What follows belongs to an exercise in optimizing a design on an open flow for a short achievable clock period and few clock cycles; a production flow would make more cautious choices.
Only simulation tests tie the RTL to the original design; equivalence was not proved.
Power is estimated from default activity; no workload was simulated.

==> flow/design.v <==
`timescale 1ns / 1ps
module microprocessor(
    input  wire        clk,
    input  wire        rst,
    output wire [4:0]  pc,
    input  wire [27:0] inst,
    output wire [4:0]  ram_addr,
    output wire [7:0]  ram_wdata,
    output wire        ram_we,
    input  wire [7:0]  ram_rdata,
    input  wire [4:0]  dbg_addr,
    output wire [7:0]  dbg_data,
    output reg         halted
);
reg [27:0] ir;
reg        irv;      
reg [4:0]  irpc;     
reg [3:0]  flag;
reg [7:0]  R [0:31];
wire [3:0] op = ir[27:24];
wire [4:0] fa = ir[20:16];
wire [4:0] fb = ir[12:8];
wire [4:0] fc = ir[4:0];
wire [7:0] imm = ir[15:8];
wire is_mov  = (op == 4'b0000);
wire is_ldi  = (op == 4'b0001);
wire is_st   = (op == 4'b0010);
wire is_ildi = (op == 4'b0011);
wire is_br   = (op[3:2] == 2'b01);
wire is_load = (op == 4'b1110);
wire is_end  = (op == 4'b1111);
wire is_alu  = op[3] & ~(op[2] & op[1]);
wire [7:0] ra = R[fa];
wire [7:0] rb = R[fb];
reg [7:0] res;
reg [3:0] fl;
wire [8:0] sum  = {1'b0, ra} + {1'b0, rb};
wire [8:0] diff = {1'b0, ra} - {1'b0, rb};
wire big = |rb[7:3];                     
wire [2:0] sa = rb[2:0];
wire [2:0] sm1 = rb[2:0] - 3'd1;
always @(*) begin
    case (op[2:0])
        3'd0: begin res = sum[7:0];  fl = sum[8]  ? 4'b0001 : {1'b0, ~|sum[7:0], 2'b00}; end
        3'd1: begin res = diff[7:0]; fl = diff[8] ? 4'b0010 : {1'b0, ~|diff[7:0], 2'b00}; end
        3'd2: begin res = ra & rb;   fl = {1'b0, ~|(ra & rb), 2'b00}; end
        3'd3: begin res = ra | rb;   fl = {1'b0, ~|(ra | rb), 2'b00}; end
        3'd4: begin
            res = big ? 8'd0 : (ra << sa);
            fl = {3'b000, ((rb == 8'd8) | (~big & (sa != 3'd0))) & ra[3'd7 - sm1]};
        end
        default: begin
            res = big ? 8'd0 : (ra >> sa);
            fl = {((rb == 8'd8) | (~big & (sa != 3'd0))) & ra[sm1], 3'b000};
        end
    endcase
end
reg        we;
reg [4:0]  wa;
reg [7:0]  wd;
always @(*) begin
    we = 1'b0; wa = fb; wd = ra;
    if (irv) begin
        if (is_mov)  begin we = 1'b1; wa = fb;      wd = ra; end
        if (is_ldi)  begin we = 1'b1; wa = fa;      wd = imm; end
        if (is_ildi) begin we = 1'b1; wa = ra[4:0]; wd = imm; end
        if (is_load) begin we = 1'b1; wa = fb;      wd = ram_rdata; end
        if (is_alu)  begin we = 1'b1; wa = fc;      wd = res; end
    end
end
genvar g;
generate
    for (g = 0; g < 32; g = g + 1) begin : rf
        always @(posedge clk) begin
            if (rst)
                R[g] <= 8'd0;
            else if (we && wa == g)
                R[g] <= wd;
        end
    end
endgenerate
always @(posedge clk) begin
    if (rst)
        flag <= 4'd0;
    else if (irv && is_alu)
        flag <= fl;
end
assign pc = !irv ? 5'd0 : is_br ? (flag[op[1:0]] ? fa : fb) : irpc + 5'd1;
always @(posedge clk) begin
    if (rst) begin
        irv <= 1'b0;
        halted <= 1'b0;
        ir <= 28'd0;
        irpc <= 5'd0;
    end else if (!halted) begin
        if (irv && is_end) begin
            halted <= 1'b1;
        end else begin
            ir <= inst;
            irpc <= pc;
            irv <= 1'b1;
        end
    end
end
assign ram_we = irv & is_st & ~halted;
assign ram_addr = is_load ? fa : fb;
assign ram_wdata = ra;
assign dbg_data = R[dbg_addr];
endmodule
==> flow/run.sh <==
#!/bin/bash
# synth_recipe.tcl (not shown) runs the flow's synth.tcl, then flattens the netlist and writes it again
# the make line also repeats each setting of config.mk as NAME=value (left out here)
make -C /OpenROAD-flow-scripts/flow DESIGN_CONFIG=/design/flow/config.mk WORK_HOME=/design/flow/orfs CLKGATE_MAP_FILE= SYNTH_SCRIPT=/design/flow/synth_recipe.tcl finish
==> flow/config.mk <==
export PLATFORM = sky130hd
export DESIGN_NAME = microprocessor
export DESIGN_NICKNAME = microprocessor
export VERILOG_FILES = /design/flow/design.v
export SDC_FILE = /design/flow/constraint.sdc
export NUM_CORES = 4
export LEC_CHECK = 0
export CAP_MARGIN = 20
export CORE_MARGIN = 2
export CORE_UTILIZATION = 40
export PLACE_DENSITY = 0.6
export SLEW_MARGIN = 20
==> flow/constraint.sdc <==
create_clock -name core_clock -period 10.0 [get_ports {clk}]
set_input_delay 2.0000 -clock core_clock [delete_from_list [all_inputs] [get_ports {clk}]]
set_output_delay 2.0000 -clock core_clock [all_outputs]
set_load 0.01 [all_outputs]
==> flow_metrics.env, run 1 <==
export IMPL_power_switching_mw=1.111
export IMPL_wire_per_inst_um=40.28
export IMPL_p_per_area_nw_per_um2=144.8
export IMPL_drv_cap=0
export IMPL_synth_flop_cell="dfxtp_1"
export IMPL_grt_overflow=0
export IMPL_dp_cells=3099
export IMPL_hold_depth=2
export IMPL_cp_start_kind="input port"
export IMPL_clkLatencyLatePin_ns=0.60
export IMPL_drc=0
export IMPL_pwr_share_comb_pct=20.8
export IMPL_antenna_found_initial=11
export IMPL_drive_gt1_share_pct=13.78
export IMPL_syn_area_per_cell_um2=7.934
export IMPL_async_flop_share_pct=0
export IMPL_h_tree_depth=2
export IMPL_r2r_cells=17
export IMPL_worst_setup_path_type="in2out"
export IMPL_r2r_end="R[25][4]$_SDFFE_PP0P_"
export IMPL_drt_pass1_iterations=9
export IMPL_cts_buffer_depth=3
export IMPL_yosysWarnings=2
export IMPL_slowest_stage="nor2_1"
export IMPL_finalWirelength_um=127500
export IMPL_portBuffers=64
export IMPL_ff2ff_setup_slack_ns=2.81
export IMPL_postCtsHoldBufs=0
export IMPL_area_growth_pct=13.53
export IMPL_die_y_um=226.0
export IMPL_slew_viol_final=0
export IMPL_pin_count=71
export IMPL_required_ns=8.00
export IMPL_gp_congestion=1.088
export IMPL_seq_power_share_pct=37.8
export IMPL_setup_viol=0
export IMPL_fmax_mhz=133.6
export IMPL_synth_area_um2=19720
export IMPL_syn_num_nets=2557
export IMPL_rsz0062_at_grt="false"
export IMPL_internal_power_mw=2.131
export IMPL_whs_endpoint="flag[3]$_SDFFE_PP0P_"
export IMPL_finalHoldViolCount=0
export IMPL_die_area_um2=51080
export IMPL_slowest_delay_ns=0.77
export IMPL_stdcell_area_um2=22380
export IMPL_rows=81
export IMPL_synth_edf_count=0
export IMPL_cts_resized_gates=0
export IMPL_skew_ns=0.04603
export IMPL_period_minus_slack_ns=7.488
export IMPL_clk_pin_slew_ns=0.06
export IMPL_die_x_um=226.0
export IMPL_hold_start="flag[3]$_SDFFE_PP0P_"
export IMPL_dpl_cell_area_um2=21180
export IMPL_dp_hpwl_um=87880
export IMPL_num_vias=23780
export IMPL_endpoint_kind="primary output"
export IMPL_cts_tree="yes"
export IMPL_ys_ff_latch=289
export IMPL_crit_chain="clkdlybuf4s50_1 -> or3b_2 -> nor2_1 -> buf_4 -> a221oi_1 -> nand4_1 -> o22a_1 -> clkdlybuf4s50_1"
export IMPL_detail_route_iter0_violations=4246
export IMPL_leakage_nw=7.510
export IMPL_clkPwrFrac_pct=41.4
export IMPL_final_util_pct=45.92
export IMPL_worst_pin_slew_ns=1.408
export IMPL_grt_use_total_pct=48.69
export IMPL_cp_arrival_ns=5.49
export IMPL_timing_final_crit_share_pct=74.88
export IMPL_design_core_area_um2=48750
export IMPL_rr_startpoint="ir[19]$_SDFFE_PP0P_"
export IMPL_max_vdd_ir_drop_v=0.0001307
export IMPL_ant_nets=0
export IMPL_post_cts_setup_buffer_count=0
export IMPL_fin_cells=3166
export IMPL_final_cell_mix="369 x nor2_1, 279 x dfxtp_1, 189 x a211oi_1"
export IMPL_synth_seq_area_share_pct=29.34
export IMPL_synth_distinct_cells=98
export IMPL_max_slew_margin_rel_pct=6.154
export IMPL_cts_root_buffer="clkbuf_16"
export IMPL_critPathLaunch="dbg_addr[0]"
export IMPL_start_util_pct=40.45
export IMPL_p_total_mw=3.242
export IMPL_via_per_inst=7.510
export IMPL_cp_common_cell="clkdlybuf4s50_1"
export IMPL_postSynthCellCount=2485
export IMPL_grt_pass1_vias=21540
export IMPL_status="finished clean"
export IMPL_fin_setup_tns_ns=0
export IMPL_cts_sinks=289
export IMPL_grt_pass1_wl_um=173100
export IMPL_grt_start_max_net_pins=123
export IMPL_min_path_type="reg2reg"
export IMPL_mostFrequentLayoutCell="nor2_1"
export IMPL_finalNetCount=2546
export IMPL_cp_max_fo=8
export IMPL_p_sw_share_pct=34.28
export IMPL_cts_buffers=36
-- area by class of cell --
cell class                 instances  area (um^2)
antenna                            5        12.51
clock buffer                      47        992.2
clock inverter                    14        170.2
fill                            4888        26360
inverter                          41        153.9
multi-input combinational       1912        12780
sequential                       289         5798
tap                              664        830.8
timing repair buffer             194         1649
-- state kept, by name, indices dropped and copies added, names as in the netlist --
| register | count |
|---|---|
| R | 256 |
| ir | 22 |
| irpc | 5 |
| flag | 4 |
| halted | 1 |
| irv | 1 |
-- worst max path at each step --
| stage | to | slack (ns) | cells past startpoint |
|---|---|---|---|
| after floorplan | dbg_data[7] | 4.61 | 7 |
| after global placement | dbg_data[2] | 2.73 | 9 |
| after detailed placement | dbg_data[2] | 2.77 | 9 |
| after CTS | dbg_data[2] | 2.76 | 9 |
| after global routing | dbg_data[0] | 2.64 | 8 |
| final | dbg_data[0] | 2.51 | 8 |
-- Yosys cell counts (all sizes together) (11+ instances only) --
master / n / area, um^2
nor2: 382 / 1441
dfxtp: 289 / 5786
a211oi: 243 / 2095
nand3: 153 / 765.7
buf: 130 / 723.2
nand2: 124 / 465.5
clkbuf: 113 / 427.9
a21oi: 87 / 435.4
and3: 82 / 513.0
a221oi: 66 / 596.8
nand4: 65 / 406.6
a22o: 63 / 551.8
mux2i: 55 / 550.5
o21ai: 54 / 270.3
a22oi: 46 / 345.3
inv: 39 / 146.4
nor3: 32 / 185.2
a311oi: 31 / 277.8
ha: 27 / 337.8
a31oi: 25 / 175.2
nor4: 25 / 156.4
nand2b: 23 / 143.9
nand3b: 23 / 172.7
a32oi: 21 / 183.9
nor2b: 18 / 115.1
and2: 15 / 93.84
a2111oi: 14 / 135.1
a32o: 13 / 130.1
mux2: 13 / 146.4
or2: 13 / 81.33
o21bai: 12 / 90.09
and3b: 11 / 96.34
nor3b: 11 / 92.58
-- power groups by stage --
stage	combinational, mW	sequential, mW	clock, mW
final	0.674	1.22	1.34
after floorplan	0.394	1.22	0
after detailed placement	0.631	1.25	0
after global placement	0.627	1.25	0
after global routing	0.686	1.22	1.38
after CTS	0.634	1.22	1.33
-- cell families (layout without fill, tap and decap cells) --
logic type                 after synthesis  count (layout)  synth area share (%)
and+or+nand+nor                       1025            1025                 26.22
adders and majority gates               29              29                 1.916
DFF                                    289             289                 29.34
AOI/OAI and AO/OA                      769             769                 31.09
other                                    0               5                     0
muxes                                   73              73                 4.106
xor gates and xnor gates                16              16                0.7108
buffers and inverters                  284             296                 6.619
-- per-stage QoR --
step	hold WS (ns)	worst slack, ns
global route	0.4802	2.637
global placement	0.4427	2.730
floorplan	0.4287	4.607
CTS	0.4543	2.755
finish	0.4566	2.512
detailed placement	0.4479	2.769
-- metal layers --
layer,vias to the layer above,wire length [um],part of all wire [%],global-route usage [%]
met2,2191,48890,38,67.31
met1,11370,47760,37,60.64
met4,10,12150,9.5,35.34
met5,-,110,0.086,1.760
li1,9499,-,-,-
met3,705,18610,15,19.33
-- worst max-delay path: cells and delay by family --
kind,cells,cell delay [ns]
buf+inv,3,1.58
simple gates,3,1.46
compound gates,2,0.43
Testbench counts, summed over its fixed seeds: cycles 22,344.
==> run 2, diff against run 1 <==
--- a/flow/config.mk
+++ b/flow/config.mk
@@ -7,6 +7,7 @@
 export LEC_CHECK = 0
 export CAP_MARGIN = 20
 export CORE_MARGIN = 2
-export CORE_UTILIZATION = 40
-export PLACE_DENSITY = 0.6
+export CORE_UTILIZATION = 25
+export PLACE_DENSITY = 0.45
+export SETUP_SLACK_MARGIN = 5
 export SLEW_MARGIN = 20
==> flow_metrics.env, run 2 <==
export IMPL_gp_congestion=1.046
export IMPL_synth_distinct_cells=98
export IMPL_min_path_type="reg2reg"
export IMPL_grt_overflow=0
export IMPL_drv_cap=0
export IMPL_ff2ff_setup_slack_ns=4.98
export IMPL_slowest_delay_ns=0.30
export IMPL_fmax_mhz=169.9
export IMPL_multi_input_area_um2=14500
export IMPL_via_per_inst=6.539
export IMPL_cts_root_buffer="clkbuf_16"
export IMPL_area_growth_pct=41.91
export IMPL_drt_pass1_iterations=7
export IMPL_r2r_end="R[0][6]$_SDFFE_PP0P_"
export IMPL_grt_pass1_vias=22720
export IMPL_yosys_top_cells_area="dfxtp_1 29%, nor2_1 7.3%, a211oi_1 7.2%"
export IMPL_worst_setup_path_type="in2out"
export IMPL_clkLatencyLatePin_ns=0.60
export IMPL_ant_nets=0
export IMPL_crit_path_end="dbg_data[7]"
export IMPL_fillCellCount=7926
export IMPL_grt_use_total_pct=35.02
export IMPL_reg_top3="R: 256 flops, ir: 22 flops, irpc: 5 flops"
export IMPL_cts_buffers=38
export IMPL_synth_area_um2=19720
export IMPL_yosys_area_top_type="dfxtp_1"
export IMPL_cts_buffer_depth=3
export IMPL_leakage_nw=9.727
export IMPL_num_vias=24730
export IMPL_design_core_area_um2=77720
export IMPL_rr_startpoint="ir[17]$_SDFFE_PP0P_"
export IMPL_regArea_um2=5821
export IMPL_skew_ns=0.05452
export IMPL_yosysWarnings=2
export IMPL_timing_final_crit_share_pct=58.85
export IMPL_cp_max_fo=8
export IMPL_pre_cts_ws_ns=2.763
export IMPL_fin_setup_tns_ns=0
export IMPL_grt_start_max_net_pins=182
export IMPL_top_layer="met5"
export IMPL_wl_met2_um=59460
export IMPL_drive_gt1_share_pct=30.92
export IMPL_syn_num_nets=2557
export IMPL_start_util_pct=25.37
export IMPL_cts_tree="yes"
export IMPL_finalHoldViolCount=0
export IMPL_finalWirelength_um=149500
export IMPL_finalNetCount=2786
export IMPL_async_flop_share_pct=0
export IMPL_cts_sinks=289
export IMPL_max_vdd_ir_drop_v=0.00009564
export IMPL_die_x_um=284.8
export IMPL_required_ns=8.00
export IMPL_dp_hpwl_um=93630
export IMPL_cp_common_cell="buf_4"
export IMPL_cp_arrival_ns=3.88
export IMPL_largest_reg_flops=256
export IMPL_portBuffers=64
export IMPL_wire_per_inst_um=39.53
export IMPL_postCtsHoldBufs=0
export IMPL_pin_count=71
export IMPL_slew_viol_final=0
export IMPL_die_y_um=284.8
export IMPL_syn_area_per_cell_um2=7.934
export IMPL_postSynthCellCount=2485
export IMPL_synth_edf_count=0
export IMPL_critPathLaunch="dbg_addr[1]"
export IMPL_slowest_stage="buf_4"
export IMPL_ys_ff_latch=289
export IMPL_mostFrequentLayoutCell="nor2_1"
export IMPL_crit_chain="buf_8 -> nand3b_1 -> buf_4 -> nor2_4 -> buf_4 -> a22oi_1 -> nand4_1 -> nor3_4 -> a21oi_4 -> buf_2"
export IMPL_largest_register="R"
export IMPL_rows=102
export IMPL_cp_start_kind="input port"
export IMPL_die_area_um2=81130
export IMPL_detail_route_iter0_violations=3477
export IMPL_p_per_area_nw_per_um2=131.0
export IMPL_grt_pass1_wl_um=197700
export IMPL_endpoint_kind="primary output"
export IMPL_r2r_cells=25
export IMPL_wl_met1_um=58990
export IMPL_h_tree_depth=2
export IMPL_netlist_top_cells_count="381 x nor2_1, 289 x dfxtp_1, 189 x a211oi_1, 153 x nand3_1, 124 x nand2_1"
export IMPL_worst_pin_slew_ns=1.136
export IMPL_synth_flop_cell="dfxtp_1"
export IMPL_synth_seq_area_share_pct=29.34
export IMPL_worst_slack_ns=4.115
export IMPL_status="finished clean"
export IMPL_rsz0062_at_grt="true"
export IMPL_max_slew_margin_rel_pct=24.28
export IMPL_antenna_found_initial=9
export IMPL_drc=0
export IMPL_synth_top_area_share_pct=29.34
export IMPL_route_met3_wl_um=18800
export IMPL_clk_pin_slew_ns=0.06
export IMPL_final_cell_mix="323 x nor2_1, 279 x dfxtp_1, 230 x buf_4"
export IMPL_yosysMostFrequentCell="nor2_1"
export IMPL_period_minus_slack_ns=5.885
export IMPL_setup_viol=0
-- run 2: worst min path at each step --
stage                              start                   end  slack, ns  depth (start not counted)
floorplan           flag[3]$_SDFFE_PP0P_  flag[3]$_SDFFE_PP0P_       0.43                          2
global placement    flag[3]$_SDFFE_PP0P_  flag[3]$_SDFFE_PP0P_       0.44                          2
detailed placement    ir[0]$_SDFFE_PP0P_    ir[0]$_SDFFE_PP0P_       0.45                          2
CTS                   ir[0]$_SDFFE_PP0P_    ir[0]$_SDFFE_PP0P_       0.46                          2
global route          ir[0]$_SDFFE_PP0P_    ir[0]$_SDFFE_PP0P_       0.47                          2
finish                ir[0]$_SDFFE_PP0P_    ir[0]$_SDFFE_PP0P_       0.46                          2
-- run 2: per-stage QoR --
step	std cells	hold slack, ns	util [%]	instance area (um^2)	power, mW
floorplan	2485	0.4287	-	19940	1.618
global placement	3469	0.4430	28.09	21830	1.904
detailed placement	3469	0.4510	28.10	21840	1.908
CTS	3726	0.4599	34.35	26700	3.552
global route	3779	0.4733	35.99	27970	3.736
finish	3782	0.4585	36.00	27980	3.666
-- run 2: logic make-up after synthesis --
family / Yosys count / synth area share, %
and+or+nand+nor: 1025 / 26.22
AOI/OAI and AO/OA: 769 / 31.09
DFF: 289 / 29.34
buffers and inverters: 284 / 6.619
muxes: 73 / 4.106
adders and majority gates: 29 / 1.916
xor gates and xnor gates: 16 / 0.7108
-- run 2: cell type report --
cell class	instances	share of cell area (%)
clock buffers	50	3.958
inverters	41	0.6305
flip-flops and latches	289	20.80
well taps	1040	4.651
repair inverters	1	0.02683
multi-input cells	1913	51.82
diodes	3	0.02683
repair buffers	430	17.37
clock inverters	15	0.7110
-- run 2: metal layers --
layer	up-vias	track usage [%]
li1	10030	-
met4	10	22.42
met3	560	12.18
met2	1869	49.41
met1	12270	45.01
met5	-	0.7558
-- run 2: timing repair --
| item | in CTS | in global routing |
|---|---|---|
| buffers inserted | 177 | 48 |
| gates resized for setup | 388 | 164 |
| pin swaps | 86 | 79 |
| setup endpoints to repair | 287 | 239 |
| cloned | 15 | 5 |
-- run 2: worst max-delay path: cells and delay by family --
family / cells / cell delay (ns)
AO/OA/AOI/OAI: 2 / 0.39
AND/OR/NAND/NOR: 4 / 0.69
buffers and inverters: 4 / 0.78
-- run 2: report_power, final --
group / leakage [nW] / total [mW] / internal, mW / switching, mW
clock: 0.642 / 1.47 / 0.882 / 0.593
sequential: 2.34 / 1.22 / 1.17 / 0.0475
combinational: 6.74 / 0.970 / 0.364 / 0.606

what the ideal ports hide:
In the flow no input, the clock included, has a driving cell. The finished layouts below were timed again as built, in two steps.
Step 1, drivers: a clkbuf_16 drives clk and a buf_2 each remaining input, both assumed.
Step 2 adds t to the input delays and takes it off the output delays; t is the mean of the earliest and latest rising clock arrival at the registers after step 1. Input paths then give back, and output paths get back, about the clock's delay inside the block.
a / b / c = ideal / step 1 / step 2; a / b = the first two.
run | t, ns | setup WS [ns] | latest minus earliest clock arrival (ns) | worst data-port slew with drivers (ns) | cell pins on the clock port's net
run 1 | 0.641 | 2.512 / 2.488 / 2.488 | 0.046 / 0.046 | 0.05 | 1
run 2 | 0.647 | 4.115 / 4.060 / 4.060 | 0.054 / 0.055 | 0.07 | 1
After both steps every run listed still meets setup and hold. For run 2, which loses most, drivers alone change the setup slack by -0.055 ns; drivers and shift together by -0.055 ns.
